Context: an optimization exercise on an open-source flow, tuned for small area and a short achievable clock period. The choices shown serve that exercise and are no tape-out recipe.
In this exercise RTL edits were held to simulation tests only and were not proved equivalent to the original.
The flow treats the clock pin as an ideal source. Dropping or thinning the clock tree relies on that and would not hold on a real chip.
Power and IR drop assume default switching activity.

==> config.mk <==
export PLATFORM = sky130hd
export DESIGN_NAME = game_logic
export DESIGN_NICKNAME = game_logic
export VERILOG_FILES = /design/flow/design.v
export SDC_FILE = /design/flow/constraint.sdc
export NUM_CORES = 4
export LEC_CHECK = 0
export CAP_MARGIN = 20
export CORE_MARGIN = 2
export CORE_UTILIZATION = 40
export SLEW_MARGIN = 20
==> constraint.sdc <==
create_clock -name core_clock -period 8.0 [get_ports {clock}]
set_input_delay 1.6000 -clock core_clock [delete_from_list [all_inputs] [get_ports {clock}]]
set_output_delay 1.6000 -clock core_clock [all_outputs]
set_load 0.01 [all_outputs]
==> design.v <==
module debouncer(
    input clk,
    input resetn,
    input noisy_signal,
    output reg debounced_signal
);
    reg [6:0] counter;
    reg last_stable_signal;
    wire changed = noisy_signal ^ last_stable_signal;
    wire at_interval = ~counter[5] & ~counter[3] & counter[2] & ~counter[1] & counter[0];
    always @(posedge clk or negedge resetn) begin
        if (!resetn) begin
            debounced_signal <= 0;
            last_stable_signal <= 0;
        end else begin
            last_stable_signal <= noisy_signal;
            if (at_interval)
                debounced_signal <= (noisy_signal & last_stable_signal) |
                                    (noisy_signal & debounced_signal) |
                                    (last_stable_signal & debounced_signal);
        end
    end
    always @(posedge clk)
        counter <= changed ? 7'd0 : {~counter[5:0], ~(counter[0] ^ counter[6])};
endmodule
module reset_debouncer(
    input clk,
    input resetn,
    output reg debounced_signal
);
    reg [6:0] counter;
    always @(posedge clk or negedge resetn) begin
        if (!resetn) begin
            counter <= 0;
            debounced_signal <= 0;
        end else begin
            counter <= {~counter[5:0], ~(counter[0] ^ counter[6])};
            if (counter[6] & counter[4] & ~counter[3] & counter[2] & ~counter[1])
                debounced_signal <= 1'b1;
        end
    end
endmodule
module game_logic(
	input clock,
	input resetn,
	input button1,
	input button0,
	input [7:0]player_input,
	output reg [2:0] colour,
	output [9:0] x,
	output [8:0] y,
	output reg plot
);
	reg [8:0] xr;
	reg [7:0] yr;
	assign x = {1'b0, xr};
	assign y = {1'b0, yr};
	wire [9:0] debounced_input;
	wire debounced_resetn;
	genvar g;
	generate
		for (g = 0; g < 8; g = g + 1) begin : deb_col
			debouncer d(.clk(clock), .resetn(resetn), .noisy_signal(player_input[g]),
				.debounced_signal(debounced_input[g]));
		end
	endgenerate
	debouncer debounce_8(.clk(clock), .resetn(resetn), .noisy_signal(button1),
		.debounced_signal(debounced_input[8]));
	debouncer debounce_9(.clk(clock), .resetn(resetn), .noisy_signal(button0),
		.debounced_signal(debounced_input[9]));
	reset_debouncer debounce_reset(.clk(clock), .resetn(resetn),
		.debounced_signal(debounced_resetn));
	reg [2:0] height [0:7];
	reg [5:0] same [0:7];
	reg turn;
	reg win_flag;
	function above(input [2:0] h, input integer k);
		case (k)
			0: above = h[2] | h[1] | h[0];
			1: above = h[2] | h[1];
			2: above = h[2] | (h[1] & h[0]);
			3: above = h[2];
			4: above = h[2] & (h[1] | h[0]);
			default: above = h[2] & h[1];
		endcase
	endfunction
	function [2:0] inc(input [2:0] h);
		inc = {h[2] | (h[1] & h[0]), h[1] ^ h[0], ~h[0]};
	endfunction
	reg [5:0] mine [0:7];
	integer c, k;
	always @* begin
		for (c = 0; c < 8; c = c + 1)
			for (k = 0; k < 6; k = k + 1)
				mine[c][k] = above(height[c], k) & same[c][k];
	end
	reg line;
	always @* begin
		line = 1'b0;
		for (c = 0; c < 8; c = c + 1)
			for (k = 0; k < 6; k = k + 1) begin
				if (k < 3)
					line = line | (mine[c][k] & mine[c][k+1] & mine[c][k+2] & mine[c][k+3]);
				if (c < 5)
					line = line | (mine[c][k] & mine[c+1][k] & mine[c+2][k] & mine[c+3][k]);
				if (c < 5 && k < 3)
					line = line | (mine[c][k] & mine[c+1][k+1] & mine[c+2][k+2] & mine[c+3][k+3]);
				if (c < 5 && k > 2)
					line = line | (mine[c][k] & mine[c+1][k-1] & mine[c+2][k-2] & mine[c+3][k-3]);
			end
	end
	wire button_ok = turn ? debounced_input[8] : debounced_input[9];
	reg [7:0] place;
	always @* begin
		for (c = 0; c < 8; c = c + 1)
			place[c] = debounced_input[c] & ~(height[c][2] & height[c][1]) & button_ok;
	end
	wire any_place = |place;
	function mod5is(input [5:0] q, input integer r);
		integer n;
		begin
			mod5is = 1'b0;
			for (n = r; n < 46; n = n + 5)
				if (q == n) mod5is = 1'b1;
		end
	endfunction
	wire x_wrap = xr[8] & xr[6] & xr[5] & xr[3];    
	wire y_wrap = yr[7] & yr[6] & yr[5] & yr[4];    
	wire x_cell_end = (xr[2:0] == 3'd7) & mod5is(xr[8:3], 4);
	wire x_grid_end = (xr[2:0] == 3'd3) & mod5is(xr[8:3], 0);
	reg [7:0] col;       
	reg x_grid;
	reg [5:0] lvl;
	always @* begin
		for (k = 0; k < 6; k = k + 1)
			lvl[k] = (yr >= 40 * (5 - k)) && (yr < 40 * (6 - k));
	end
	wire y_grid = ~yr[2] & mod5is({1'b0, yr[7:3]}, 0);
	wire on_grid = x_grid | y_grid;
	reg cell_occ, cell_same;
	reg [2:0] hsel;
	reg [5:0] ssel;
	always @* begin
		hsel = 3'd0;
		ssel = 6'd0;
		for (c = 0; c < 8; c = c + 1) begin
			hsel = hsel | ({3{col[c]}} & height[c]);
			ssel = ssel | ({6{col[c]}} & same[c]);
		end
		cell_occ = 1'b0;
		cell_same = 1'b0;
		for (k = 0; k < 6; k = k + 1) begin
			cell_occ = cell_occ | (lvl[k] & above(hsel, k));
			cell_same = cell_same | (lvl[k] & ssel[k]);
		end
	end
	wire cell_own = cell_same ^ turn;
	always @(posedge clock) begin
		if (!debounced_resetn) begin
			xr <= 0;
			yr <= 0;
			colour <= 3'b000;
			plot <= 1'b0;
			col <= 8'd1;
			x_grid <= 1'b1;
			turn <= 1'b0;
			win_flag <= 1'b0;
			for (c = 0; c < 8; c = c + 1)
				height[c] <= 0;
		end else begin
			for (c = 0; c < 8; c = c + 1)
				if (place[c])
					height[c] <= inc(height[c]);
			if (any_place)
				turn <= ~turn;
			if (line)
				win_flag <= 1'b1;
			if (win_flag)
				colour <= turn ? 3'b100 : 3'b010;
			else if (on_grid)
				colour <= 3'b001;
			else if (cell_occ)
				colour <= cell_own ? 3'b010 : 3'b100;
			else
				colour <= 3'b111;
			if (x_wrap) begin
				xr <= 9'd0;
				col <= 8'd1;
				x_grid <= 1'b1;
				if (y_wrap)
					yr <= 8'd0;
				else
					yr <= yr + 8'd1;
			end else begin
				xr <= xr + 9'd1;
				if (x_cell_end) begin
					col <= col << 1;
					x_grid <= 1'b1;
				end else if (x_grid_end)
					x_grid <= 1'b0;
			end
			plot <= 1'b1;
		end
	end
	always @(posedge clock) begin
		for (c = 0; c < 8; c = c + 1)
			for (k = 0; k < 6; k = k + 1)
				same[c][k] <= ~above(height[c], k) | (same[c][k] ^ any_place);
	end
endmodule
==> flow/run.sh <==
#!/bin/bash
# The standard layout, with these changes:
# - the port buffers that every input and output gets are buf_2 cells (ORFS
#   picks a slow delay cell otherwise, which its repair then leaves alone);
# - denser core (68 %) and larger clock-tree sink clusters (fewer leaf buffers);
# - after clock tree synthesis, flow/clock_top.tcl rebuilds the top of the
#   tree: the leaf buffers stay, everything above them is replaced by 4
#   buffers that the clock port drives directly, one per quarter of the core,
#   so every register's clock arrives earlier, all alike.  The two levels
#   are inverters (clkinv_8 at the top, clkinv_16 at the leaves), which are
#   faster than buffers; two inversions keep every register on the rising
#   edge of the clock port.
# The clock period, constraints and every other step are unchanged.
set -euo pipefail
MARGIN=${MARGIN:-5.8}
KNOBS="CORE_UTILIZATION=68 SETUP_SLACK_MARGIN=$MARGIN CTS_CLUSTER_SIZE=25 CTS_CLUSTER_DIAMETER=60"
PORTS="BUFFER_PORTS_ARGS=-buffer_cell sky130_fd_sc_hd__buf_2"
bash standard.sh $KNOBS "$PORTS" cts > standard_cts.log 2>&1
R=orfs/results/sky130hd/game_logic/base
LEAF_CELL=sky130_fd_sc_hd__inv_16 TOP_CELL=sky130_fd_sc_hd__clkinv_8 ODB=$R/4_cts.odb ODB_OUT=$R/4_cts.odb openroad -no_init -exit flow/clock_top.tcl > clock_top.log 2>&1
bash standard.sh $KNOBS "$PORTS" finish > standard.log 2>&1
==> flow/clock_top.tcl <==
read_db $::env(ODB)
set block [ord::get_db_block]
set port_net [$block findNet clock]

proc out_net { inst } {
  foreach it [$inst getITerms] {
    if { [$it isOutputSignal] } { return [$it getNet] }
  }
  foreach it [$inst getITerms] {
    if { [[$it getMTerm] getIoType] == "OUTPUT" } { return [$it getNet] }
  }
  return ""
}
proc in_iterm { inst } {
  foreach it [$inst getITerms] {
    if { [$it isInputSignal] } { return $it }
  }
  return ""
}
# a clock buffer whose output drives something (CTS also adds buffers with a
# free output as dummy loads; those count as sinks)
proc is_dummy { inst } {
  if { ![string match "sky130_fd_sc_hd__clkbuf_*" [[$inst getMaster] getName]] } { return 0 }
  return [expr {![is_buf $inst]}]
}
proc is_buf { inst } {
  if { ![string match "sky130_fd_sc_hd__clkbuf_*" [[$inst getMaster] getName]] } { return 0 }
  set onet [out_net $inst]
  if { $onet == "" || $onet == "NULL" } { return 0 }
  return [expr {[llength [$onet getITerms]] > 1}]
}

# walk the tree from the port
set upper {}
set leaves {}
set front [list $port_net]
while { [llength $front] } {
  set next {}
  foreach net $front {
    foreach it [$net getITerms] {
      if { ![$it isInputSignal] } { continue }
      set inst [$it getInst]
      if { ![is_buf $inst] } { continue }
      set onet [out_net $inst]
      set drives_buf 0
      set drives_sink 0
      foreach lt [$onet getITerms] {
        if { [$lt getInst] == $inst } { continue }
        if { [is_dummy [$lt getInst]] } { continue }
        if { [is_buf [$lt getInst]] } { set drives_buf 1 } else { set drives_sink 1 }
      }
      if { $drives_sink } {
        if { $drives_buf } {
          puts "[$inst getName] drives both buffers and registers: the tree is left as it is"
          write_db $::env(ODB_OUT)
          exit
        }
        lappend leaves $inst
      } else {
        lappend upper $inst
        lappend next $onet
      }
    }
  }
  set front $next
}
foreach it [$port_net getITerms] {
  if { ![is_buf [$it getInst]] } { error "the clock port drives a non-buffer" }
}
puts "[llength $upper] upper buffers, [llength $leaves] leaf buffers"
if { [llength $leaves] < 5 } {
  puts "too few leaves: the tree is left as it is"
  write_db $::env(ODB_OUT)
  exit
}

# replace a cell by one of another master, keeping its input and output nets
proc replace_cell { inst master } {
  set block [$inst getBlock]
  set name [$inst getName]
  set in_net [[in_iterm $inst] getNet]
  set o_net [out_net $inst]
  set loc [$inst getLocation]
  odb::dbInst_destroy $inst
  set ni [odb::dbInst_create $block $master $name]
  $ni setLocation [lindex $loc 0] [lindex $loc 1]
  $ni setPlacementStatus PLACED
  foreach it [$ni getITerms] {
    set sig [[$it getMTerm] getSigType]
    if { $sig == "POWER" || $sig == "GROUND" } { continue }
    if { [$it isOutputSignal] } { $it connect $o_net } elseif { [$it isInputSignal] } { $it connect $in_net }
  }
  return $ni
}
if { [info exists ::env(LEAF_CELL)] } {
  set lm [[$block getDataBase] findMaster $::env(LEAF_CELL)]
  set leaves [lmap b $leaves {replace_cell $b $lm}]
  puts "leaf buffers are now $::env(LEAF_CELL)"
}

# remove the upper levels, with any dummy loads on their nets
set dummy_list {}
foreach net [concat [list $port_net] [lmap b $upper {out_net $b}]] {
  foreach it [$net getITerms] {
    set inst [$it getInst]
    if { [$it isInputSignal] && [is_dummy $inst] } { lappend dummy_list $inst }
  }
}
set dummies [llength $dummy_list]
foreach inst $dummy_list { odb::dbInst_destroy $inst }
foreach b $leaves { [in_iterm $b] disconnect }
foreach b $upper {
  set onet [out_net $b]
  odb::dbInst_destroy $b
  odb::dbNet_destroy $onet
}
puts "removed [llength $upper] upper buffers and $dummies dummy loads"

# split the leaves into 4 groups: halves by x, then each half by y
proc centre { inst } {
  set bb [$inst getBBox]
  return [list [expr {([$bb xMin] + [$bb xMax]) / 2}] [expr {([$bb yMin] + [$bb yMax]) / 2}]]
}
set pts {}
foreach b $leaves { lappend pts [concat [list $b] [centre $b]] }
set pts [lsort -integer -index 1 $pts]
set h [expr {[llength $pts] / 2}]
set groups {}
foreach half [list [lrange $pts 0 [expr {$h - 1}]] [lrange $pts $h end]] {
  set half [lsort -integer -index 2 $half]
  set q [expr {[llength $half] / 2}]
  lappend groups [lrange $half 0 [expr {$q - 1}]] [lrange $half $q end]
}
set db [$block getDataBase]
set top_cell sky130_fd_sc_hd__clkbuf_16
if { [info exists ::env(TOP_CELL)] } { set top_cell $::env(TOP_CELL) }
set master [$db findMaster $top_cell]

set n 0
foreach grp $groups {
  incr n
  set nb [odb::dbInst_create $block $master "clkbuf_top_${n}_clock"]
  set nnet [odb::dbNet_create $block "clknet_top_${n}_clock"]
  $nnet setSigType CLOCK
  set sx 0; set sy 0
  foreach p $grp {
    [in_iterm [lindex $p 0]] connect $nnet
    incr sx [lindex $p 1]; incr sy [lindex $p 2]
  }
  $nb setLocation [expr {$sx / [llength $grp]}] [expr {$sy / [llength $grp]}]
  $nb setPlacementStatus PLACED
  foreach nit [$nb getITerms] {
    set sig [[$nit getMTerm] getSigType]
    if { $sig == "POWER" || $sig == "GROUND" } { continue }
    if { [$nit isOutputSignal] } { $nit connect $nnet } elseif { [$nit isInputSignal] } { $nit connect $port_net }
  }
  puts "clkbuf_top_${n}_clock drives [llength $grp] leaf buffers"
}
puts "clock port now drives [llength [$port_net getITerms]] cell pins"
detailed_placement
check_placement
write_db $::env(ODB_OUT)
==> standard.sh <==
#!/bin/bash
# synth_recipe.tcl (not shown) runs the flow's synth.tcl, then flattens the netlist and writes it again
# the make line also repeats each setting of config.mk as NAME=value (left out here)
make -C /OpenROAD-flow-scripts/flow DESIGN_CONFIG=/design/flow/config.mk WORK_HOME=/design/flow/orfs CLKGATE_MAP_FILE= SYNTH_SCRIPT=/design/flow/synth_recipe.tcl "${@:-finish}"
==> results_dict.tcl, run 1 <==
set metrics [dict create \
    ys_warn_count 6 \
    drc 0 \
    setup-tns-final_ps 0 \
    grt_pass1_wl_um 40000 \
    cts.clk_slew.worst_paths_ps 80 \
    synthTopCellsByCount "dfxtp_1 (174), nor2_1 (146), xnor2_1 (62)" \
    hold_class "flop to flop" \
    seqPwrFrac 0.546 \
    p_total_w 0.00213 \
    crit_start "yr[0]" \
    drt_wl_total_um 24700 \
    yosysSeqAreaShare 0.459 \
    synthArstFlopShare 0.139 \
    p_int_w 0.00141 \
    leakagePower_nw 3.72 \
    place_congestion 1.04 \
    grt_pass1_vias 7571 \
    min_period_over_period 0.288 \
    yosys_register_bits 202 \
    port_buffers 32 \
    synthToLayoutAreaGrowth_pct 11.5 \
    rows 42 \
    cts_sinks 202 \
    synth_edf_count 0 \
    die_w_um 120 \
    fmax_mhz 434 \
    hold_end "deb_col[6].d.counter[5]" \
    hold_ws_ps 344 \
    die_area_um2 14400 \
    grt_usage 0.352 \
    max_stage_delay_ps 360 \
    die-height_um 120 \
    netlist_area_um2 9120 \
    hold_viol 0 \
    synth.distinct_cells 68 \
    arrival_ps 700 \
    p_sw_frac 0.340 \
    dp_worst_setup_slack_ps 5500 \
    yosysTopAreaCellShare 0.382 \
    tightestPinTransition_ps 655 \
    first_pass_iters 8 \
    antenna_cells 0 \
    comb_power_share 0.146 \
    worst_ep_required_time_ps 6400 \
    dr.first_iter.drc_count 806 \
    cap_violations 0 \
    p_sw_w 0.000724 \
    crit_type "flop to output pin" \
    synthTopCellsByArea "dfxtp_1 (38%), dfrtp_1 (7.7%), nor2_1 (6.0%), xnor2_1 (6.0%), ha_1 (4.3%)" \
    pwr-share-clk 0.308 \
    grt_setup_unrepaired "true" \
    drive_above_1_share 0.143 \
    timing.rr.start "height[6][1]" \
    hpwlAfterDp_um 16700 \
    drv_slew 0 \
    grt_max_degree 50 \
    rr_worst_depth 9 \
    max-vdd-ir-drop_v 0.000213 \
    nets 1064 \
    core-area_um2 13200 \
    wire_per_inst_um 20.5 \
    yosys_most_used_dff "dfxtp_1" \
    endpoint_kind "output pin" \
    worst_slack_ps 5700 \
    period_minus_slack_ps 2300 \
    vias 7812 \
    overflow 0 \
    hold_depth 1 \
    postRouteAntennaNets 0 \
    cts_hold_buf 0 \
    synth.most_common_cell "dfxtp_1" \
    path_delay_family "flip-flops" \
    status "finished clean" \
    worst-path-buf-inv 1 \
    initial_utilization 0.691 \
    crit_slowest_cell "dfxtp_4" \
    path_cells "buf_6" \
    worstPathMaxFanout 2 \
    powerDensity_nw_per_um2 210 \
    finalSetupViolations 0 \
    regToRegSetupSlack_ps 5750 \
    fin_util 0.771 \
    via_per_inst 6.49 \
    r2r_end "win_flag" \
    netlist_instances 999 \
    finalClockSkew_ps 62.9 \
    syn_avg_cell_area_um2 9.13 \
    insertion_delay_ps 230 \
    critPathLaunchType "flop" \
    antenna_found_initial 0 \
    min_from "deb_col[6].d.counter[4]" \
    num_io_pins 35 \
    synth_top_cell_by_area "dfxtp_1" \
    slew_headroom 0.560 \
]
[through the flow]
step / instance area (um^2) / instances
final: 10200 / 1204
after global routing: 10200 / 1204
after CTS: 10100 / 1196
after detailed placement: 9220 / 1152
after global placement: 9220 / 1152
after floorplan: 9120 / 1000
[logic make-up after synthesis]
| kind of cell | synth area share |
|---|---|
| multiplexers | 0.0100 |
| AND/OR/NAND/NOR | 0.202 |
| flip-flops | 0.459 |
| buffers and inverters | 0.0468 |
| AO/OA/AOI/OAI | 0.159 |
| other | 0.000411 |
| XOR/XNOR | 0.0797 |
| adder cells (fa/ha/maj) | 0.0425 |
[repair_timing]
item / CTS / global route
cloned: 0 / 0
setup buffers: 20 / 8
gates resized for setup: 66 / 33
endpoints found under the setup margin: 71 / 73
pin swaps: 0 / 1
[power by group through the flow]
stage / Clock, W / Sequential [W] / Combinational (W)
after global placement: 0 / 0.00118 / 0.000285
after detailed placement: 0 / 0.00119 / 0.000303
final: 0.000656 / 0.00116 / 0.000311
after CTS: 0.000783 / 0.00116 / 0.000309
after global routing: 0.000709 / 0.00117 / 0.000340
after floorplan: 0 / 0.00116 / 0.000264
[routing by layer]
layer  wire (um)  share of wire  vias to the layer above  track usage
li1            -              -                     3588            -
met5           0              0                        -            0
met4        1080          0.044                        0        0.156
met3        1950          0.079                       98       0.0637
met2       11800           0.48                      388        0.577
met1        9870           0.40                     3738        0.456
[worst max path at each step]
stage,to,depth (start not counted)
floorplan,deb_col[0].d.counter[0],2
global placement,y[5],1
detailed placement,y[5],1
CTS,y[3],1
global route,win_flag,9
finish,y[0],1
[worst register-to-register path, stage by stage (launching register included)]
cell and delay, ps:
dfxtp_2 500, inv_1 80, ha_1 200, nand3b_1 210, buf_4 200, nor3_2 280
a41oi_1 240, nand4_1 210, nor3_4 50, a41oi_1 210
[cell type report]
type	count	area (um^2)
Tap cell	176	220
Clock inverter	6	120
Multi-Input combinational cell	706	4620
Clock buffer	3	11.3
Fill cell	831	3020
Timing Repair Buffer	61	507
Inverter	50	417
Sequential cell	202	4280
[flip-flops by register name (all words and copies together) (netlist names), 3 cells and up]
name,cells
same,48
yr,8
colour,3
col,8
deb_col.d.counter,56
debounce_reset.counter,7
debounce_9.counter,7
debounce_8.counter,7
xr,9
deb_col.d.debounced_signal,8
deb_col.d.last_stable_signal,8
height,24
[cell usage in the layout, fill, tap and decap left out, drive strengths merged, types with 3 or more instances in the layout]
cell,netlist,routed
nand4bb,7,7
ha,31,31
nand2b,8,8
nor3,26,26
a22oi,39,39
dfrtp,28,28
o31ai,16,16
dfxtp,174,174
a221oi,6,6
clkbuf,25,4
nand3b,20,20
nand4,13,13
nor3b,4,4
a211oi,6,6
buf,32,60
nor4b,4,4
a21o,3,3
a31oi,10,10
xnor2,62,62
mux2i,8,8
inv,35,47
and3,5,5
nor2,146,146
a2111oi,5,5
clkinv,0,8
a21oi,23,23
nand3,48,48
xor2,21,21
o21ai,56,56
o22ai,9,9
nor4,21,21
a22o,12,12
or4b,3,3
nand2,61,61
a32o,3,3
==> inputs of run 2 (changes only) <==
--- a/flow/run.sh
+++ b/flow/run.sh
@@ -7,12 +7,12 @@
 #   tree: the leaf buffers stay, everything above them is replaced by 4
 #   buffers that the clock port drives directly, one per quarter of the core,
 #   so every register's clock arrives earlier, all alike.  The two levels
-#   are inverters (clkinv_8 at the top, clkinv_16 at the leaves), which are
+#   are inverters (clkinv_8 at the top, inv_16 at the leaves), which are
 #   faster than buffers; two inversions keep every register on the rising
 #   edge of the clock port.
 # The clock period, constraints and every other step are unchanged.
 set -euo pipefail
-MARGIN=${MARGIN:-5.8}
+MARGIN=${MARGIN:-5.9}
 KNOBS="CORE_UTILIZATION=68 SETUP_SLACK_MARGIN=$MARGIN CTS_CLUSTER_SIZE=25 CTS_CLUSTER_DIAMETER=60"
 PORTS="BUFFER_PORTS_ARGS=-buffer_cell sky130_fd_sc_hd__buf_2"
 bash standard.sh $KNOBS "$PORTS" cts > standard_cts.log 2>&1
==> results_dict.tcl, run 2 <==
set metrics [dict create \
    wire_per_inst_um 24.3 \
    rr_worst_depth 5 \
    grt_setup_unrepaired "true" \
    final_common_cell "nor2_1" \
    regToRegSetupSlack_ps 5860 \
    finalSetupViolations 0 \
    via_per_inst 6.97 \
    min_from "deb_col[6].d.counter[4]" \
    insertion_delay_ps 500 \
    crit_type "flop to output pin" \
    die-height_um 120 \
    largestRegisters "deb_col.d.counter x56, same x48, height x24" \
    worst-path-buf-inv 1 \
    hold_depth 1 \
    path_delay_family "flip-flops" \
    drt_wl_total_um 29500 \
    drv_slew 0 \
    slew_headroom 0.565 \
    crit_slowest_cell "dfxtp_4" \
    cap_violations 0 \
    critPathLaunchType "flop" \
    r2r_end "same[1][2]" \
    rows 42 \
    die_w_um 120 \
    max_stage_delay_ps 360 \
    max-vdd-ir-drop_v 0.000251 \
    setup-tns-final_ps 0 \
    clock-root-buffer "clkbuf_16" \
    htreeDepth 1 \
    grt_pass1_vias 8050 \
    synth.most_common_cell "dfxtp_1" \
    postRouteAntennaNets 0 \
    endpoint_kind "output pin" \
    port_buffers 32 \
    yosysTopAreaCellShare 0.382 \
    vias 8452 \
    overflow 0 \
    yosys_register_bits 202 \
    path_cells "buf_6" \
    synth_edf_count 0 \
    netlist_instances 999 \
    place_congestion 1.01 \
    clk_path_buf_depth 3 \
    grt_usage 0.383 \
    dp.cells 1152 \
    core-area_um2 13200 \
    hold_ws_ps 390 \
    fin_util 0.803 \
    final_cells 1212 \
    status "finished clean" \
    synth.distinct_cells 68 \
    synthToLayoutAreaGrowth_pct 16.1 \
    first_pass_iters 6 \
    grt_pass1_wl_um 43500 \
    nets 1071 \
    hold_class "flop to flop" \
    synthTopCellsByCount "dfxtp_1 (174), nor2_1 (146), xnor2_1 (62)" \
    fmax_mhz 388 \
    timing.rr.start "turn" \
    cts.clk_slew.worst_paths_ps 90 \
    worstPathMaxFanout 2 \
    ys_warn_count 6 \
    yosys_most_used_dff "dfxtp_1" \
    cts_hold_buf 0 \
    cts_sinks 202 \
    drc 0 \
    num_io_pins 35 \
    netlist_area_um2 9120 \
    hpwlAfterDp_um 17800 \
    regMostFlops "deb_col.d.counter" \
    cts_buffers 14 \
    synth_top_cell_by_area "dfxtp_1" \
    hold_viol 0 \
    tritoncts "done" \
    layout_common_cells "nor2_1 (146), dfxtp_1 (131), xnor2_1 (62)" \
    finalClockSkew_ps 48.4 \
    syn_avg_cell_area_um2 9.13 \
    synthArstFlopShare 0.139 \
    worst_ep_required_time_ps 6400 \
    initial_utilization 0.691 \
    drive_above_1_share 0.186 \
    antenna_found_initial 0 \
    fillCellCount 702 \
    yosysSeqAreaShare 0.459 \
    leakagePower_nw 3.80 \
    period_minus_slack_ps 2580 \
    arrival_ps 980 \
    dr.first_iter.drc_count 1173 \
    min_period_over_period 0.322 \
    powerDensity_nw_per_um2 214 \
    synthTopCellsByArea "dfxtp_1 (38%), dfrtp_1 (7.7%), nor2_1 (6.0%), xnor2_1 (6.0%), ha_1 (4.3%)" \
    hold_end "deb_col[6].d.counter[5]" \
    largest_register_ffs 56 \
    die_area_um2 14400 \
    antenna_cells 0 \
    cp.depth 1 \
    tightestPinTransition_ps 652 \
    grt_max_degree 50 \
]
[run 2: logic make-up (layout without fill, tap and decap cells)]
logic type / after synthesis / in the layout / synth area share
simple gates: 376 / 376 / 0.202
mux: 9 / 10 / 0.0100
fa+ha+maj: 31 / 31 / 0.0425
flops: 202 / 202 / 0.459
xor+xnor: 83 / 83 / 0.0797
buf+inv: 92 / 126 / 0.0468
compound gates: 205 / 206 / 0.159
other cells: 1 / 2 / 0.000411
[run 2: per-layer routing]
layer  up-vias  routed length [um]  GRT usage
met2       629               13600      0.628
met4         0                2220      0.202
met5         -                   0          0
li1       3608                   -          -
met3       187                3000     0.0737
met1      4028               10600      0.479
[run 2: what timing repair did]
item / CTS / global route
buffers inserted: 22 / 12
pin swaps: 0 / 13
endpoints found under the setup margin: 73 / 74
gates cloned: 0 / 2
resized for setup: 88 / 64
[run 2: cell type report]
cell class | count | area, um^2 | share of cell area
inverters | 35 | 134 | 0.0126
well taps | 176 | 220 | 0.0208
clock inverters | 5 | 72.6 | 0.00685
multi-input cells | 708 | 4910 | 0.463
flip-flops and latches | 202 | 4310 | 0.407
clock buffers | 19 | 379 | 0.0358
repair buffers | 67 | 572 | 0.0540
[run 2: per-stage QoR]
stage	cell area (um^2)	setup WS (ps)	power (W)
final	10600	5420	0.00227
after global routing	10600	5410	0.00233
after CTS	10300	5430	0.00223
after detailed placement	9350	5470	0.00151
after global placement	9350	5510	0.00147
after floorplan	9250	5930	0.00143
[run 2: report_power, final]
group          internal (W)  switching, W
sequential          0.00108     0.0000901
clock              0.000375      0.000360
combinational      0.000162      0.000195
[run 2: worst max path at each step]
stage | from | slack, ps | to
final | xr[2] | 5420 | x[2]
after global routing | xr[2] | 5410 | x[2]
after CTS | xr[2] | 5430 | x[2]
after detailed placement | yr[5] | 5470 | y[5]
after global placement | yr[5] | 5510 | y[5]
after floorplan | player_input[5] | 5930 | deb_col[5].d.debounced_signal
==> inputs of run 3 (changes only) <==
--- a/flow/run.sh
+++ b/flow/run.sh
@@ -12,7 +12,7 @@
 #   edge of the clock port.
 # The clock period, constraints and every other step are unchanged.
 set -euo pipefail
-MARGIN=${MARGIN:-5.9}
+MARGIN=${MARGIN:-5.8}
 KNOBS="CORE_UTILIZATION=68 SETUP_SLACK_MARGIN=$MARGIN CTS_CLUSTER_SIZE=25 CTS_CLUSTER_DIAMETER=60"
 PORTS="BUFFER_PORTS_ARGS=-buffer_cell sky130_fd_sc_hd__buf_2"
 bash standard.sh $KNOBS "$PORTS" cts > standard_cts.log 2>&1
==> results_dict.tcl, run 3 <==
set metrics [dict create \
    netlist_area_um2 9120 \
    worst_ep_required_time_ps 6400 \
    crit_type "flop to output pin" \
    core-area_um2 13200 \
    port_buffers 32 \
    fmax_mhz 434 \
    drt_wl_total_um 24700 \
    setup-tns-final_ps 0 \
    powerDensity_nw_per_um2 210 \
    path_cells "buf_6" \
    hold_ws_ps 344 \
    max-vdd-ir-drop_v 0.000213 \
    synth.distinct_cells 68 \
    netlist_instances 999 \
    cts.clk_slew.worst_paths_ps 80 \
    first_pass_iters 8 \
    critPathLaunchType "flop" \
    initial_utilization 0.691 \
    rr_worst_depth 9 \
    grt_max_degree 50 \
    wire_per_inst_um 20.5 \
    grt_setup_unrepaired "true" \
    cap_violations 0 \
    syn_avg_cell_area_um2 9.13 \
    grt_pass1_wl_um 40000 \
    drc 0 \
    yosysSeqAreaShare 0.459 \
    min_period_over_period 0.288 \
    hold_depth 1 \
    max_stage_delay_ps 360 \
    dr.first_iter.drc_count 806 \
    slew_headroom 0.560 \
    worstPathMaxFanout 2 \
    num_io_pins 35 \
    synthTopCellsByArea "dfxtp_1 (38%), dfrtp_1 (7.7%), nor2_1 (6.0%), xnor2_1 (6.0%), ha_1 (4.3%)" \
    arrival_ps 700 \
    layout_common_cells "nor2_1 (146), dfxtp_1 (137), xnor2_1 (62)" \
    final_common_cell "nor2_1" \
    nets 1064 \
    grt_pass1_vias 7571 \
    endpoint_kind "output pin" \
    finalSetupViolations 0 \
    leakagePower_nw 3.72 \
    largestRegisters "deb_col.d.counter x56, same x48, height x24" \
    synthArstFlopShare 0.139 \
    postRouteAntennaNets 0 \
    synthToLayoutAreaGrowth_pct 11.5 \
    cp.depth 1 \
    worst-path-buf-inv 1 \
    period_minus_slack_ps 2300 \
    drv_slew 0 \
    synthTopCellsByCount "dfxtp_1 (174), nor2_1 (146), xnor2_1 (62)" \
    cts_hold_buf 0 \
    rows 42 \
    tightestPinTransition_ps 655 \
    overflow 0 \
    yosys_most_used_dff "dfxtp_1" \
    antenna_cells 0 \
    die-height_um 120 \
    place_congestion 1.04 \
    crit_slowest_cell "dfxtp_4" \
    fillCellCount 831 \
    drive_above_1_share 0.143 \
    vias 7812 \
    ys_warn_count 6 \
    yosys_register_bits 202 \
    path_delay_family "flip-flops" \
    insertion_delay_ps 230 \
    hpwlAfterDp_um 16700 \
    antenna_found_initial 0 \
    finalClockSkew_ps 62.9 \
    hold_viol 0 \
    status "finished clean" \
    via_per_inst 6.49 \
    die_area_um2 14400 \
    largest_register_ffs 56 \
    hold_class "flop to flop" \
    grt_usage 0.352 \
    yosysTopAreaCellShare 0.382 \
    synth_top_cell_by_area "dfxtp_1" \
    die_w_um 120 \
    regMostFlops "deb_col.d.counter" \
    synth.most_common_cell "dfxtp_1" \
    synth_edf_count 0 \
    cts_sinks 202 \
]
-- run 3: changes by cell type in the layout (fill, tap and decap cells not counted), sizes merged --
cell / delta
mux2: -1
clkinvlp: -2
buf: -7
clkinv: +7
o21ai: -1
inv: +11
clkbuf: -15
-- run 3: layout make-up --
type,instances,area [um^2],area share
clock inverters,6,120,0.0118
clock buffers,3,11.3,0.00111
multi-input cells,706,4620,0.454
well taps,176,220,0.0217
inverters,50,417,0.0410
flip-flops and latches,202,4280,0.421
repair buffers,61,507,0.0498
-- run 3: worst paths after layout --
| check | from | endpoint | slack (ps) |
|---|---|---|---|
| setup / recovery | yr[0] | y[0] | 5700 |
| hold / removal | deb_col[6].d.counter[4] | deb_col[6].d.counter[5] | 340 |
| setup reg to reg | height[6][1] | win_flag | 5750 |
| hold reg to reg | deb_col[6].d.counter[4] | deb_col[6].d.counter[5] | 340 |
| max in group asynchronous | resetn | debounce_9.last_stable_signal | 6160 |
| min in group asynchronous | resetn | deb_col[2].d.last_stable_signal | 1380 |
-- run 3: kinds of logic (layout without fill, tap and decap cells) --
logic type               Yosys count  in the layout  synth area share
buffers and inverters             92            120            0.0468
other                              1              2          0.000411
flip-flops                       202            202             0.459
AND/OR/NAND/NOR                  376            376             0.202
multiplexers                       9              9            0.0100
adder cells (fa/ha/maj)           31             31            0.0425
XOR/XNOR                          83             83            0.0797
AO/OA/AOI/OAI                    205            205             0.159
-- run 3: power breakdown --
part / total, W / switching, W / internal, W
Combinational: 0.000311 / 0.000165 / 0.000146
Sequential: 0.00116 / 0.0000783 / 0.00109
Clock: 0.000656 / 0.000481 / 0.000175
-- run 3: metrics by stage --
| step | instances | setup WS, ps | total power (W) | utilization | instance area (um^2) |
|---|---|---|---|---|---|
| 6_report | 1204 | 5700 | 0.00213 | 0.771 | 10200 |
| 5_1_grt | 1204 | 5670 | 0.00222 | 0.771 | 10200 |
| 3_3_place_gp | 1152 | 5550 | 0.00146 | 0.699 | 9220 |
| 3_5_place_dp | 1152 | 5500 | 0.00149 | 0.699 | 9220 |
| 2_1_floorplan | 1000 | 5880 | 0.00143 | - | 9120 |
| 4_1_cts | 1196 | 5450 | 0.00225 | 0.765 | 10100 |
-- run 3: what timing repair did --
action | 4_1_cts | 5_1_grt
pin swaps | 0 | 1
setup buffers | 20 | 8
setup endpoints to repair | 71 | 73
gates resized for setup | 66 | 33
-- run 3: routing by layer --
layer | track usage | vias up | wire [um]
li1 | - | 3588 | -
met1 | 0.456 | 3738 | 9870
met2 | 0.577 | 388 | 11800
met3 | 0.0637 | 98 | 1950
met4 | 0.156 | 0 | 1080
met5 | 0 | - | 0
==> inputs of run 4 (changes only) <==
--- a/flow/run.sh
+++ b/flow/run.sh
@@ -17,5 +17,5 @@
 PORTS="BUFFER_PORTS_ARGS=-buffer_cell sky130_fd_sc_hd__buf_2"
 bash standard.sh $KNOBS "$PORTS" cts > standard_cts.log 2>&1
 R=orfs/results/sky130hd/game_logic/base
-LEAF_CELL=sky130_fd_sc_hd__inv_16 TOP_CELL=sky130_fd_sc_hd__clkinv_8 ODB=$R/4_cts.odb ODB_OUT=$R/4_cts.odb openroad -no_init -exit flow/clock_top.tcl > clock_top.log 2>&1
+LEAF_CELL=sky130_fd_sc_hd__inv_16 TOP_CELL=sky130_fd_sc_hd__clkinv_16 ODB=$R/4_cts.odb ODB_OUT=$R/4_cts.odb openroad -no_init -exit flow/clock_top.tcl > clock_top.log 2>&1
 bash standard.sh $KNOBS "$PORTS" finish > standard.log 2>&1
==> results_dict.tcl, run 4 <==
set metrics [dict create \
    worst-path-buf-inv 1 \
    layout_common_cells "nor2_1 (146), dfxtp_1 (137), xnor2_1 (62)" \
    cts_sinks 202 \
    synth.distinct_cells 68 \
    regMostFlops "deb_col.d.counter" \
    port_buffers 32 \
    syn_avg_cell_area_um2 9.13 \
    hold_class "flop to flop" \
    num_io_pins 35 \
    vias 7833 \
    path_cells "buf_6" \
    final_common_cell "nor2_1" \
    leakagePower_nw 3.73 \
    finalSetupViolations 0 \
    hold_viol 0 \
    synth_edf_count 0 \
    worst_ep_required_time_ps 6400 \
    dr.first_iter.drc_count 923 \
    synthArstFlopShare 0.139 \
    rows 42 \
    fmax_mhz 443 \
    yosys_most_used_dff "dfxtp_1" \
    global_route.usage.met3 0.0613 \
    core-area_um2 13200 \
    synthTopCellsByArea "dfxtp_1 (38%), dfrtp_1 (7.7%), nor2_1 (6.0%), xnor2_1 (6.0%), ha_1 (4.3%)" \
    fillCellCount 825 \
    drc 0 \
    setup-tns-final_ps 0 \
    p_int_w 0.00144 \
    cts.clk_slew.worst_paths_ps 80 \
    seqPwrFrac 0.539 \
    largest_register_ffs 56 \
    hpwlAfterDp_um 16700 \
    wire_per_inst_um 20.8 \
    die-height_um 120 \
    synthTopCellsByCount "dfxtp_1 (174), nor2_1 (146), xnor2_1 (62)" \
    tightestPinTransition_ps 641 \
    overflow 0 \
    endpoint_kind "output pin" \
    p_sw_w 0.000727 \
    netlist_instances 999 \
    grt_usage 0.356 \
    cts_hold_buf 0 \
    antenna_found_initial 0 \
    nets 1063 \
    grt_pass1_wl_um 40400 \
    first_pass_iters 8 \
    critPathLaunchType "flop" \
    cap_violations 0 \
    crit_slowest_cell "dfxtp_4" \
    initial_utilization 0.691 \
    powerDensity_nw_per_um2 212 \
    comb_power_share 0.145 \
    period_minus_slack_ps 2260 \
    synth.most_common_cell "dfxtp_1" \
    grt_setup_unrepaired "true" \
    path_delay_family "flip-flops" \
    place_congestion 1.04 \
    via_per_inst 6.51 \
    crit_type "flop to output pin" \
    synthToLayoutAreaGrowth_pct 12.2 \
    insertion_delay_ps 180 \
    drive_above_1_share 0.145 \
    arrival_ps 660 \
    die_area_um2 14400 \
    slew_headroom 0.569 \
    postRouteAntennaNets 0 \
    busiest_layer "met2" \
    max_stage_delay_ps 360 \
    synth_top_cell_by_area "dfxtp_1" \
    worstPathMaxFanout 2 \
    multiInputGateArea_um2 4630 \
    die_w_um 120 \
    grt_use_met2 0.590 \
    max-vdd-ir-drop_v 0.000270 \
    grt_pass1_vias 7595 \
    ys_warn_count 6 \
    grt_max_degree 50 \
    status "finished clean" \
    seq_area_um2 4270 \
    p_sw_frac 0.336 \
    yosysTopAreaCellShare 0.382 \
    p_total_w 0.00217 \
    largestRegisters "deb_col.d.counter x56, same x48, height x24" \
    finalClockSkew_ps 40.5 \
    yosysSeqAreaShare 0.459 \
    netlist_area_um2 9120 \
    min_period_over_period 0.282 \
    yosys_register_bits 202 \
    drv_slew 0 \
    antenna_cells 0 \
    drt_wl_total_um 25000 \
    pwr-share-clk 0.316 \
    met1_usage 0.461 \
]
run 4: cell counts after synthesis:
Identical to the previous run, type by type.
run 4: power groups by stage:
stage	Sequential [W]	Clock [W]	Combinational, W
after global placement	0.00118	0	0.000285
after CTS	0.00116	0.000783	0.000309
after detailed placement	0.00119	0	0.000303
after floorplan	0.00116	0	0.000264
after global routing	0.00118	0.000737	0.000343
final	0.00117	0.000684	0.000315
run 4: metal layers:
metal / share of wire / wire [um]
met5: 0 / 0
met4: 0.040 / 993
met3: 0.076 / 1900
met2: 0.49 / 12200
met1: 0.40 / 9910
run 4: cell families (layout without fill, tap and decap cells):
family,Yosys count,in the layout,synth area share
adders and majority gates,31,31,0.0425
buffers and inverters,92,119,0.0468
muxes,9,9,0.0100
DFF,202,202,0.459
and+or+nand+nor,376,376,0.202
other,1,2,0.000411
xor gates and xnor gates,83,83,0.0797
AOI/OAI and AO/OA,205,205,0.159
run 4: timing repair:
action | CTS | global route
resized for setup | 66 | 38
setup endpoints to repair | 71 | 75
buffers inserted | 20 | 7
pin swaps | 0 | 2
run 4: cell type report:
class,count,share of cell area
clock buffer,3,0.00110
sequential,202,0.418
clock inverter,6,0.0117
timing repair buffer,60,0.0489
inverter,50,0.0461
multi-input combinational,706,0.453
tap,176,0.0215
run 4: final timing paths:
path / from / end / slack, ps / cells after the start
max: yr[0] / y[0] / 5740 / 1
min: deb_col[3].d.counter[4] / deb_col[3].d.counter[5] / 360 / 1
min reg2reg: deb_col[3].d.counter[4] / deb_col[3].d.counter[5] / 360 / 1
max in group asynchronous: resetn / deb_col[0].d.last_stable_signal / 6130 / 1
min in group asynchronous: resetn / deb_col[1].d.last_stable_signal / 1430 / 1
max reg2reg: height[6][1] / win_flag / 5880 / 8
run 4: stage by stage:
step	hold slack (ps)	worst slack [ps]	area, um^2	utilization	std cells
finish	365	5740	10200	0.776	1203
floorplan	345	5880	9120	-	1000
global placement	367	5550	9220	0.699	1152
detailed placement	372	5500	9220	0.699	1152
global route	387	5720	10200	0.776	1203
CTS	385	5450	10100	0.765	1196
==> inputs of run 5 (changes only) <==
--- a/flow/run.sh
+++ b/flow/run.sh
@@ -7,7 +7,7 @@
 #   tree: the leaf buffers stay, everything above them is replaced by 4
 #   buffers that the clock port drives directly, one per quarter of the core,
 #   so every register's clock arrives earlier, all alike.  The two levels
-#   are inverters (clkinv_8 at the top, inv_16 at the leaves), which are
+#   are inverters (clkinv_16 at the top, inv_16 at the leaves), which are
 #   faster than buffers; two inversions keep every register on the rising
 #   edge of the clock port.
 # The clock period, constraints and every other step are unchanged.
==> results_dict.tcl, run 5 <==
set metrics [dict create \
    max-vdd-ir-drop_v 0.000270 \
    fmax_mhz 443 \
    synthToLayoutAreaGrowth_pct 12.2 \
    synth.most_common_cell "dfxtp_1" \
    status "finished clean" \
    antenna_found_initial 0 \
    critPathLaunchType "flop" \
    tightestPinTransition_ps 641 \
    die_area_um2 14400 \
    cts_hold_buf 0 \
    hpwlAfterDp_um 16700 \
    synth.distinct_cells 68 \
    drt_wl_total_um 25000 \
    antenna_cells 0 \
    crit_slowest_cell "dfxtp_4" \
    fillCellCount 825 \
    finalSetupViolations 0 \
    dp_worst_setup_slack_ps 5500 \
    powerDensity_nw_per_um2 212 \
    grt_setup_unrepaired "true" \
    finalClockSkew_ps 40.5 \
    p_sw_w 0.000727 \
    drv_slew 0 \
    p_total_w 0.00217 \
    period_minus_slack_ps 2260 \
    largest_register_ffs 56 \
    seqPwrFrac 0.539 \
    synthTopCellsByArea "dfxtp_1 (38%), dfrtp_1 (7.7%), nor2_1 (6.0%), xnor2_1 (6.0%), ha_1 (4.3%)" \
    p_sw_frac 0.336 \
    port_buffers 32 \
    worstPathMaxFanout 2 \
    cap_violations 0 \
    hold_class "flop to flop" \
    setup-tns-final_ps 0 \
    wire_per_inst_um 20.8 \
    netlist_area_um2 9120 \
    synthArstFlopShare 0.139 \
    min_period_over_period 0.282 \
    final_common_cell "nor2_1" \
    path_delay_family "flip-flops" \
    largestRegisters "deb_col.d.counter x56, same x48, height x24" \
    pwr-share-clk 0.316 \
    overflow 0 \
    netlist_instances 999 \
    leakagePower_nw 3.73 \
    arrival_ps 660 \
    num_io_pins 35 \
    synthTopCellsByCount "dfxtp_1 (174), nor2_1 (146), xnor2_1 (62)" \
    min_from "deb_col[3].d.counter[4]" \
    synth_top_cell_by_area "dfxtp_1" \
    yosysTopAreaCellShare 0.382 \
    path_cells "buf_6" \
    hold_viol 0 \
    yosys_most_used_dff "dfxtp_1" \
    placed_area_um2 9220 \
    cts.clk_slew.worst_paths_ps 80 \
    final_area_um2 10200 \
    syn_avg_cell_area_um2 9.13 \
    via_per_inst 6.51 \
    grt_usage 0.356 \
    core-area_um2 13200 \
    yosysSeqAreaShare 0.459 \
    regMostFlops "deb_col.d.counter" \
    worst-path-buf-inv 1 \
    cts_sinks 202 \
    timing.rr.start "height[6][1]" \
    grt_pass1_wl_um 40400 \
    first_pass_iters 8 \
    die-height_um 120 \
    worst_slack_ps 5740 \
    insertion_delay_ps 180 \
    place_congestion 1.04 \
    drc 0 \
    dr.first_iter.drc_count 923 \
    ys_warn_count 6 \
    rows 42 \
    die_w_um 120 \
    slew_headroom 0.569 \
    layout_common_cells "nor2_1 (146), dfxtp_1 (137), xnor2_1 (62)" \
    nets 1063 \
    drive_above_1_share 0.145 \
    initial_utilization 0.691 \
    grt_pass1_vias 7595 \
    worst_ep_required_time_ps 6400 \
    crit_type "flop to output pin" \
    postRouteAntennaNets 0 \
    synth_edf_count 0 \
    comb_power_share 0.145 \
    grt_max_degree 50 \
    yosys_register_bits 202 \
    p_int_w 0.00144 \
    endpoint_kind "output pin" \
    max_stage_delay_ps 360 \
    crit_start "yr[0]" \
    vias 7833 \
]
run 5: cell counts in the layout (fill, tap and decap cells not counted):
No cell type changed its count.
run 5: what timing repair did:
action	in CTS	in global routing
buffers inserted	20	7
setup endpoints to repair	71	75
gates resized for setup	66	38
pin swaps	0	2
run 5: cell type report:
type                    instances  area (um^2)  area share
flip-flops and latches        202         4270       0.418
inverters                      50          472      0.0461
repair buffers                 60          500      0.0489
clock inverters                 6          120      0.0117
multi-input cells             706         4630       0.453
clock buffers                   3         11.3     0.00110
well taps                     176          220      0.0215
run 5: metrics by stage:
| stage | util | hold WS, ps | instances |
|---|---|---|---|
| 5_1_grt | 0.776 | 387 | 1203 |
| 3_3_place_gp | 0.699 | 367 | 1152 |
| 3_5_place_dp | 0.699 | 372 | 1152 |
| 6_report | 0.776 | 365 | 1203 |
| 4_1_cts | 0.765 | 385 | 1196 |
| 2_1_floorplan | - | 345 | 1000 |
run 5: power groups by stage:
stage / Sequential (W) / Combinational (W) / Clock (W)
6_report: 0.00117 / 0.000315 / 0.000684
2_1_floorplan: 0.00116 / 0.000264 / 0
5_1_grt: 0.00118 / 0.000343 / 0.000737
3_3_place_gp: 0.00118 / 0.000285 / 0
3_5_place_dp: 0.00119 / 0.000303 / 0
4_1_cts: 0.00116 / 0.000309 / 0.000783
run 5: metal layers:
layer / global-route usage / vias up / wire (um)
met5: 0 / - / 0
li1: - / 3587 / -
met2: 0.590 / 406 / 12200
met1: 0.461 / 3751 / 9910
met4: 0.151 / 0 / 993
met3: 0.0613 / 89 / 1900
run 5: cells by family (layout without fill, tap and decap cells):
kind of cell               after synthesis  count (layout)  share of synthesized area
DFF                                    202             202                      0.459
AOI/OAI and AO/OA                      205             205                      0.159
adders and majority gates               31              31                     0.0425
muxes                                    9               9                     0.0100
other                                    1               2                   0.000411
xor gates and xnor gates                83              83                     0.0797
and+or+nand+nor                        376             376                      0.202
buffers and inverters                   92             119                     0.0468
run 5: worst paths after layout:
kind	end	slack [ps]	depth (start not counted)
min in group asynchronous	deb_col[1].d.last_stable_signal	1430	1
setup reg to reg	win_flag	5880	8
hold / removal	deb_col[3].d.counter[5]	360	1
max in group asynchronous	deb_col[0].d.last_stable_signal	6130	1
setup / recovery	y[0]	5740	1
hold reg to reg	deb_col[3].d.counter[5]	360	1
==> inputs of run 6 (changes only) <==
--- a/flow/run.sh
+++ b/flow/run.sh
@@ -12,7 +12,7 @@
 #   edge of the clock port.
 # The clock period, constraints and every other step are unchanged.
 set -euo pipefail
-MARGIN=${MARGIN:-5.8}
+MARGIN=${MARGIN:-5.85}
 KNOBS="CORE_UTILIZATION=68 SETUP_SLACK_MARGIN=$MARGIN CTS_CLUSTER_SIZE=25 CTS_CLUSTER_DIAMETER=60"
 PORTS="BUFFER_PORTS_ARGS=-buffer_cell sky130_fd_sc_hd__buf_2"
 bash standard.sh $KNOBS "$PORTS" cts > standard_cts.log 2>&1
==> results_dict.tcl, run 6 <==
set metrics [dict create \
    initial_utilization 0.691 \
    critPathLaunchType "flop" \
    min_period_over_period 0.282 \
    first_pass_iters 5 \
    fillCellCount 833 \
    netlist_area_um2 9120 \
    yosys_register_bits 202 \
    slew_headroom 0.578 \
    hpwlAfterDp_um 16700 \
    netlist_instances 999 \
    crit_type "flop to output pin" \
    cts_sinks 202 \
    yosysSeqAreaShare 0.459 \
    finalSetupViolations 0 \
    crit_slowest_cell "dfxtp_4" \
    place_congestion 1.04 \
    leakagePower_nw 3.69 \
    cap_violations 0 \
    worstPathMaxFanout 2 \
    finalClockSkew_ps 42.3 \
    overflow 0 \
    ys_warn_count 6 \
    dp.cells 1152 \
    period_minus_slack_ps 2260 \
    vias 7843 \
    drc 0 \
    dr.first_iter.drc_count 964 \
    drive_above_1_share 0.142 \
    final_common_cell "nor2_1" \
    die_area_um2 14400 \
    grt_pass1_vias 7591 \
    hold_class "flop to flop" \
    worst-path-buf-inv 1 \
    largest_register_ffs 56 \
    via_per_inst 6.55 \
    worst_ep_required_time_ps 6400 \
    path_cells "buf_6" \
    nets 1058 \
    wire_per_inst_um 20.9 \
    die-height_um 120 \
    regMostFlops "deb_col.d.counter" \
    grt_usage 0.355 \
    synthTopCellsByCount "dfxtp_1 (174), nor2_1 (146), xnor2_1 (62)" \
    synthArstFlopShare 0.139 \
    drt_wl_total_um 25100 \
    layout_common_cells "nor2_1 (146), dfxtp_1 (138), xnor2_1 (62)" \
    max-vdd-ir-drop_v 0.000264 \
    setup-tns-final_ps 0 \
    insertion_delay_ps 190 \
    rows 42 \
    yosys_most_used_dff "dfxtp_1" \
    final_area_um2 10200 \
    port_buffers 32 \
    synthTopCellsByArea "dfxtp_1 (38%), dfrtp_1 (7.7%), nor2_1 (6.0%), xnor2_1 (6.0%), ha_1 (4.3%)" \
    synth_top_cell_by_area "dfxtp_1" \
    tightestPinTransition_ps 627 \
    syn_avg_cell_area_um2 9.13 \
    synth_edf_count 0 \
    largestRegisters "deb_col.d.counter x56, same x48, height x24" \
    fmax_mhz 443 \
    final_cells 1198 \
    path_delay_family "flip-flops" \
    grt_max_degree 50 \
    core-area_um2 13200 \
    die_w_um 120 \
    synthToLayoutAreaGrowth_pct 11.5 \
    hold_viol 0 \
    synth.distinct_cells 68 \
    powerDensity_nw_per_um2 213 \
    placed_area_um2 9220 \
    endpoint_kind "output pin" \
    antenna_cells 0 \
    yosysTopAreaCellShare 0.382 \
    cts.clk_slew.worst_paths_ps 70 \
    num_io_pins 35 \
    arrival_ps 660 \
    grt_setup_unrepaired "true" \
    synth.most_common_cell "dfxtp_1" \
    antenna_found_initial 0 \
    status "finished clean" \
    postRouteAntennaNets 0 \
    cts_hold_buf 0 \
    hold_ws_ps 360 \
    max_stage_delay_ps 360 \
    drv_slew 0 \
    grt_pass1_wl_um 40300 \
]
run 6: cell counts after synthesis:
No cell type changed its count.
run 6: worst paths after layout:
| check | start | endpoint | slack, ps | depth (start not counted) |
|---|---|---|---|---|
| min in group asynchronous | resetn | deb_col[7].d.last_stable_signal | 1420 | 1 |
| max reg2reg | height[3][0] | win_flag | 5820 | 9 |
| max in group asynchronous | resetn | debounce_reset.counter[3] | 6130 | 1 |
| max | yr[0] | y[0] | 5740 | 1 |
| min reg2reg | deb_col[6].d.counter[4] | deb_col[6].d.counter[5] | 360 | 1 |
| min | deb_col[6].d.counter[4] | deb_col[6].d.counter[5] | 360 | 1 |
run 6: final cells by class:
type | count | area (um^2) | area share
Clock buffer | 3 | 11.3 | 0.00111
Sequential cell | 202 | 4270 | 0.420
Tap cell | 176 | 220 | 0.0216
Inverter | 50 | 472 | 0.0464
Multi-Input combinational cell | 706 | 4620 | 0.454
Timing Repair Buffer | 55 | 459 | 0.0451
Clock inverter | 6 | 120 | 0.0118
run 6: through the flow:
stage | utilization | total power [W] | worst slack [ps]
after CTS | 0.767 | 0.00225 | 5450
after detailed placement | 0.699 | 0.00149 | 5500
after floorplan | - | 0.00143 | 5880
final | 0.771 | 0.00217 | 5740
after global routing | 0.771 | 0.00226 | 5720
after global placement | 0.699 | 0.00146 | 5550
run 6: cells by family after synthesis:
kind of cell / count (synthesis) / share of synthesized area
buf+inv: 92 / 0.0468
simple gates: 376 / 0.202
fa+ha+maj: 31 / 0.0425
other cells: 1 / 0.000411
mux: 9 / 0.0100
compound gates: 205 / 0.159
flops: 202 / 0.459
xor+xnor: 83 / 0.0797
run 6: routing by layer:
metal | share of wire | wire length, um | track usage | vias to the layer above
li1 | - | - | - | 3577
met1 | 0.40 | 9960 | 0.458 | 3758
met2 | 0.48 | 12100 | 0.589 | 418
met3 | 0.079 | 1980 | 0.0613 | 90
met4 | 0.041 | 1030 | 0.153 | 0
met5 | 0 | 0 | 0 | -
run 6: repair_timing:
action | in CTS | in global routing
resized for setup | 74 | 27
setup buffers | 21 | 1
pin swaps | 0 | 1
hold endpoints to repair | 0 | 0
setup endpoints to repair | 71 | 114
run 6: report_power, final:
| part | internal, W | switching (W) | total [W] |
|---|---|---|---|
| Combinational | 0.000149 | 0.000167 | 0.000316 |
| Sequential | 0.00109 | 0.0000797 | 0.00117 |
| Clock | 0.000203 | 0.000479 | 0.000682 |
==> inputs of run 7 (changes only) <==
--- a/flow/run.sh
+++ b/flow/run.sh
@@ -13,7 +13,7 @@
 # The clock period, constraints and every other step are unchanged.
 set -euo pipefail
 MARGIN=${MARGIN:-5.85}
-KNOBS="CORE_UTILIZATION=68 SETUP_SLACK_MARGIN=$MARGIN CTS_CLUSTER_SIZE=25 CTS_CLUSTER_DIAMETER=60"
+KNOBS="CORE_UTILIZATION=68 SETUP_SLACK_MARGIN=$MARGIN CTS_CLUSTER_SIZE=30 CTS_CLUSTER_DIAMETER=60"
 PORTS="BUFFER_PORTS_ARGS=-buffer_cell sky130_fd_sc_hd__buf_2"
 bash standard.sh $KNOBS "$PORTS" cts > standard_cts.log 2>&1
 R=orfs/results/sky130hd/game_logic/base
==> results_dict.tcl, run 7 <==
set metrics [dict create \
    p_sw_w 0.000768 \
    synth.most_common_cell "dfxtp_1" \
    drive_above_1_share 0.174 \
    endpoint "y[0]" \
    antenna_cells 0 \
    largest_register_ffs 56 \
    rr_worst_depth 6 \
    layout_common_cells "nor2_1 (145), dfxtp_1 (134), xnor2_1 (62)" \
    drv_slew 0 \
    period_minus_slack_ps 2260 \
    muxShareOfSynthArea 0.0100 \
    arrival_ps 660 \
    ys_warn_count 6 \
    finalSetupViolations 0 \
    postRouteAntennaNets 0 \
    cp.depth 1 \
    grt_setup_unrepaired "true" \
    via_per_inst 6.55 \
    max-vdd-ir-drop_v 0.000294 \
    crit_type "flop to output pin" \
    grt_max_degree 50 \
    synth_top_cell_by_area "dfxtp_1" \
    leakagePower_nw 3.82 \
    dr.first_iter.drc_count 983 \
    cts_sinks 202 \
    yosysTopAreaCellShare 0.382 \
    wire_per_inst_um 21.3 \
    regToRegSetupSlack_ps 5840 \
    cap_violations 0 \
    synth_xor_area_frac 0.0797 \
    worst_ep_required_time_ps 6400 \
    rows 42 \
    hold_class "flop to flop" \
    drc 0 \
    grt_pass1_wl_um 40800 \
    crit_start "yr[0]" \
    finalClockSkew_ps 30.4 \
    endpoint_kind "output pin" \
    status "finished clean" \
    die_w_um 120 \
    min_period_over_period 0.282 \
    fillCellCount 777 \
    hpwlAfterDp_um 16700 \
    drt_wl_total_um 25900 \
    timing.rr.start "height[4][2]" \
    insertion_delay_ps 190 \
    multiInputGateArea_um2 4710 \
    path_delay_family "flip-flops" \
    cts_hold_buf 0 \
    initial_utilization 0.691 \
    synth_top_family_by_area "simple AND/OR/NAND/NOR gates" \
    syn_avg_cell_area_um2 9.13 \
    synth_edf_count 0 \
    slew_headroom 0.586 \
    antenna_found_initial 0 \
    powerDensity_nw_per_um2 213 \
    tightestPinTransition_ps 621 \
    yosys.area_share.simple 0.202 \
    seq_area_um2 4290 \
    synth_compound_area_frac 0.159 \
    num_io_pins 35 \
    final_common_cell "nor2_1" \
    nets 1076 \
    r2r_end "win_flag" \
    grt_usage 0.359 \
    yosys_register_bits 202 \
    synthTopCellsByCount "dfxtp_1 (174), nor2_1 (146), xnor2_1 (62)" \
    cts.clk_slew.worst_paths_ps 90 \
    dp_worst_setup_slack_ps 5500 \
    worstPathMaxFanout 2 \
    pwr-share-clk 0.331 \
    synth-adder-area-share 0.0425 \
    p_int_w 0.00146 \
    die_area_um2 14400 \
    die-height_um 120 \
    synthTopCellsByArea "dfxtp_1 (38%), dfrtp_1 (7.7%), nor2_1 (6.0%), xnor2_1 (6.0%), ha_1 (4.3%)" \
    overflow 0 \
    hold_viol 0 \
    comb_power_share 0.145 \
    path_cells "buf_6" \
    netlist_area_um2 9120 \
    setup-tns-final_ps 0 \
    crit_slowest_cell "dfxtp_4" \
    yosysSeqAreaShare 0.459 \
    netlist_instances 999 \
    critPathLaunchType "flop" \
    place_congestion 1.04 \
    largestRegisters "deb_col.d.counter x56, same x48, height x24" \
    synthArstFlopShare 0.139 \
    synth.distinct_cells 68 \
    regMostFlops "deb_col.d.counter" \
    worst_slack_ps 5740 \
    worst-path-buf-inv 1 \
    first_pass_iters 8 \
    port_buffers 32 \
    synthToLayoutAreaGrowth_pct 14.7 \
    vias 7965 \
    fmax_mhz 443 \
    seqPwrFrac 0.524 \
    core-area_um2 13200 \
    p_sw_frac 0.345 \
    max_stage_delay_ps 350 \
    yosys_most_used_dff "dfxtp_1" \
    grt_pass1_vias 7631 \
]
run 7: metrics by stage:
| step | hold WS (ps) | cells | instance area, um^2 | total power [W] | utilization |
|---|---|---|---|---|---|
| floorplan | 345 | 1000 | 9120 | 0.00143 | - |
| global placement | 367 | 1152 | 9220 | 0.00146 | 0.699 |
| detailed placement | 372 | 1152 | 9220 | 0.00149 | 0.699 |
| CTS | 380 | 1199 | 10200 | 0.00231 | 0.771 |
| global route | 384 | 1216 | 10500 | 0.00231 | 0.793 |
| finish | 372 | 1216 | 10500 | 0.00223 | 0.793 |
run 7: area by class of cell:
type                    instances  share of cell area
inverters                      50              0.0451
multi-input cells             706               0.450
well taps                     176              0.0211
repair buffers                 73              0.0572
clock inverters                 8              0.0150
clock buffers                   1             0.00132
flip-flops and latches        202               0.411
run 7: worst min path at each step:
stage	from	to	slack, ps	depth (start not counted)
6_report	deb_col[3].d.counter[4]	deb_col[3].d.counter[5]	370	1
5_1_grt	deb_col[7].d.counter[4]	deb_col[7].d.counter[5]	380	1
4_1_cts	deb_col[7].d.counter[4]	deb_col[7].d.counter[5]	380	1
3_5_place_dp	deb_col[7].d.counter[4]	deb_col[7].d.counter[5]	370	1
3_3_place_gp	deb_col[7].d.counter[4]	deb_col[7].d.counter[5]	370	1
2_1_floorplan	debounce_reset.debounced_signal	plot	350	0
run 7: power by group through the flow:
stage	clock network, W	logic, W	registers (W)
after floorplan	0	0.000264	0.00116
after global placement	0	0.000285	0.00118
after detailed placement	0	0.000303	0.00119
after CTS	0.000836	0.000311	0.00116
after global routing	0.000788	0.000350	0.00117
final	0.000737	0.000324	0.00117
run 7: kinds of logic (layout without fill, tap and decap cells):
group	count (synthesis)	count (layout)
other cells	1	2
buf+inv	92	132
xor+xnor	83	83
compound gates	205	205
simple gates	376	376
mux	9	9
fa+ha+maj	31	31
flops	202	202
run 7: layer usage:
metal | track usage | vias up | wire length [um]
li1 | - | 3603 | -
met1 | 0.456 | 3759 | 9920
met2 | 0.602 | 493 | 12400
met3 | 0.0608 | 110 | 2270
met4 | 0.161 | 0 | 1290
met5 | 0 | - | 0
run 7: timing repair:
| item | in CTS | in global routing |
|---|---|---|
| setup buffers | 23 | 17 |
| gates resized for setup | 75 | 54 |
| pin swaps | 0 | 9 |
| endpoints found under the setup margin | 72 | 102 |
==> inputs of run 8 (changes only) <==
--- a/flow/run.sh
+++ b/flow/run.sh
@@ -13,7 +13,7 @@
 # The clock period, constraints and every other step are unchanged.
 set -euo pipefail
 MARGIN=${MARGIN:-5.85}
-KNOBS="CORE_UTILIZATION=68 SETUP_SLACK_MARGIN=$MARGIN CTS_CLUSTER_SIZE=30 CTS_CLUSTER_DIAMETER=60"
+KNOBS="CORE_UTILIZATION=62 SETUP_SLACK_MARGIN=$MARGIN CTS_CLUSTER_SIZE=25 CTS_CLUSTER_DIAMETER=60"
 PORTS="BUFFER_PORTS_ARGS=-buffer_cell sky130_fd_sc_hd__buf_2"
 bash standard.sh $KNOBS "$PORTS" cts > standard_cts.log 2>&1
 R=orfs/results/sky130hd/game_logic/base
==> results_dict.tcl, run 8 <==
set metrics [dict create \
    wl_met3_um 1660 \
    cts_hold_buf 0 \
    dr.first_iter.drc_count 921 \
    synth_edf_count 0 \
    worst_ep_required_time_ps 6400 \
    setup-tns-final_ps 0 \
    antenna_found_initial 0 \
    critPathLaunchType "flop" \
    yosysSeqAreaShare 0.459 \
    min_from "deb_col[6].d.counter[4]" \
    worstPathMaxFanout 2 \
    grt_pass1_wl_um 39400 \
    top_layer_used "met4" \
    path_cells "buf_6" \
    p_sw_w 0.000750 \
    grt_setup_unrepaired "true" \
    fin_util 0.706 \
    comb_power_share 0.144 \
    insertion_delay_ps 190 \
    synth.distinct_cells 68 \
    leakagePower_nw 3.72 \
    grt_max_degree 50 \
    synth.most_common_cell "dfxtp_1" \
    rr_worst_depth 8 \
    dp.cells 1160 \
    m1WireLength_um 10500 \
    tightestPinTransition_ps 689 \
    placed_area_um2 9230 \
    layout_common_cells "nor2_1 (146), dfxtp_1 (138), xnor2_1 (62)" \
    pwr-share-clk 0.328 \
    netlist_instances 999 \
    final_cells 1212 \
    regToRegSetupSlack_ps 5820 \
    max_stage_delay_ps 360 \
    crit_type "flop to output pin" \
    num_io_pins 35 \
    antenna_cells 0 \
    cts_sinks 202 \
    nets 1062 \
    regMostFlops "deb_col.d.counter" \
    endpoint_kind "output pin" \
    die_w_um 125 \
    largest_register_ffs 56 \
    p_total_w 0.00221 \
    final_area_um2 10200 \
    slew_headroom 0.537 \
    synthArstFlopShare 0.139 \
    fillCellCount 1056 \
    yosysTopAreaCellShare 0.382 \
    initial_utilization 0.630 \
    seqPwrFrac 0.527 \
    port_buffers 32 \
    yosys_most_used_dff "dfxtp_1" \
    timing.rr.start "height[2][0]" \
    synthToLayoutAreaGrowth_pct 12.0 \
    max-vdd-ir-drop_v 0.000216 \
    netlist_area_um2 9120 \
    grt_pass1_vias 7317 \
    postRouteAntennaNets 0 \
    hpwlAfterDp_um 17100 \
    overflow 0 \
    hold_viol 0 \
    first_pass_iters 6 \
    arrival_ps 650 \
    synth_top_cell_by_area "dfxtp_1" \
    cts.clk_slew.worst_paths_ps 80 \
    routed-wl-met2_um 11500 \
    finalClockSkew_ps 30.6 \
    hold_class "flop to flop" \
    ys_warn_count 6 \
    fmax_mhz 445 \
    core-area_um2 14500 \
    p_sw_frac 0.340 \
    synthTopCellsByCount "dfxtp_1 (174), nor2_1 (146), xnor2_1 (62)" \
    hold_end "deb_col[6].d.counter[5]" \
    status "finished clean" \
    powerDensity_nw_per_um2 216 \
    drt_wl_total_um 24800 \
    via_per_inst 6.33 \
    cap_violations 0 \
    grt_usage 0.312 \
    synthTopCellsByArea "dfxtp_1 (38%), dfrtp_1 (7.7%), nor2_1 (6.0%), xnor2_1 (6.0%), ha_1 (4.3%)" \
    die_area_um2 15700 \
    die-height_um 125 \
    drive_above_1_share 0.139 \
    syn_avg_cell_area_um2 9.13 \
    r2r_end "win_flag" \
    period_minus_slack_ps 2250 \
    finalSetupViolations 0 \
    wire_per_inst_um 20.4 \
    path_delay_family "flip-flops" \
    hold_depth 1 \
    p_int_w 0.00146 \
    drc 0 \
    final_common_cell "nor2_1" \
    yosys_register_bits 202 \
    min_period_over_period 0.281 \
    crit_slowest_cell "dfxtp_4" \
    vias 7677 \
    drv_slew 0 \
    worst-path-buf-inv 1 \
    rows 44 \
    largestRegisters "deb_col.d.counter x56, same x48, height x24" \
    place_congestion 1.00 \
]
-- run 8: cell counts after synthesis --
No cell type changed its count.
-- run 8: worst max-delay path by stage --
stage	endpoint	slack, ps	startpoint	cells past startpoint
6_report	y[4]	5750	yr[4]	1
5_1_grt	y[4]	5730	yr[4]	1
4_1_cts	y[4]	5420	yr[4]	1
3_5_place_dp	y[5]	5450	yr[5]	1
3_3_place_gp	y[5]	5500	yr[5]	1
2_1_floorplan	deb_col[0].d.counter[0]	5880	player_input[0]	2
-- run 8: what timing repair did --
action	in CTS	in global routing
pin swaps	0	3
setup buffers	20	3
resized for setup	71	24
setup endpoints to repair	71	91
hold endpoints to repair	0	0
gates cloned	0	1
-- run 8: stage by stage --
| step | setup slack [ps] | hold WS (ps) |
|---|---|---|
| floorplan | 5880 | 345 |
| global placement | 5500 | 366 |
| detailed placement | 5450 | 367 |
| CTS | 5420 | 379 |
| global route | 5730 | 393 |
| finish | 5750 | 386 |
-- run 8: power groups by stage --
stage	combinational (W)	sequential [W]	clock, W
after floorplan	0.000264	0.00116	0
after global placement	0.000290	0.00118	0
after detailed placement	0.000304	0.00119	0
after CTS	0.000310	0.00116	0.000843
after global routing	0.000350	0.00117	0.000778
final	0.000318	0.00116	0.000724
-- run 8: cells by family (layout without fill, tap and decap cells) --
kind of cell,count (synthesis),count (layout),synth area share
AO/OA/AOI/OAI,205,206,0.159
XOR/XNOR,83,83,0.0797
adder cells (fa/ha/maj),31,31,0.0425
buffers and inverters,92,119,0.0468
flip-flops,202,202,0.459
multiplexers,9,9,0.0100
other,1,2,0.000411
AND/OR/NAND/NOR,376,376,0.202
-- run 8: layout make-up --
cell class / count / area (um^2) / area share
multi-input cells: 707 / 4600 / 0.450
flip-flops and latches: 202 / 4270 / 0.418
inverters: 52 / 512 / 0.0501
repair buffers: 56 / 482 / 0.0472
well taps: 184 / 230 / 0.0225
clock inverters: 8 / 113 / 0.0110
clock buffers: 3 / 11.3 / 0.00110
-- run 8: routing by layer --
layer	GRT usage	vias to the layer above
li1	-	3591
met1	0.423	3679
met2	0.495	322
met3	0.0625	85
met4	0.122	0
met5	0	-

Re-timed with assumed drivers on the ports (clkbuf_16 on the clock, buf_2 on other inputs), run 8 has 5.525 ns of setup slack against 5.752 ns with ideal ports, and 5.688 ns once port delays also move by the mid clock arrival of 0.402 ns.
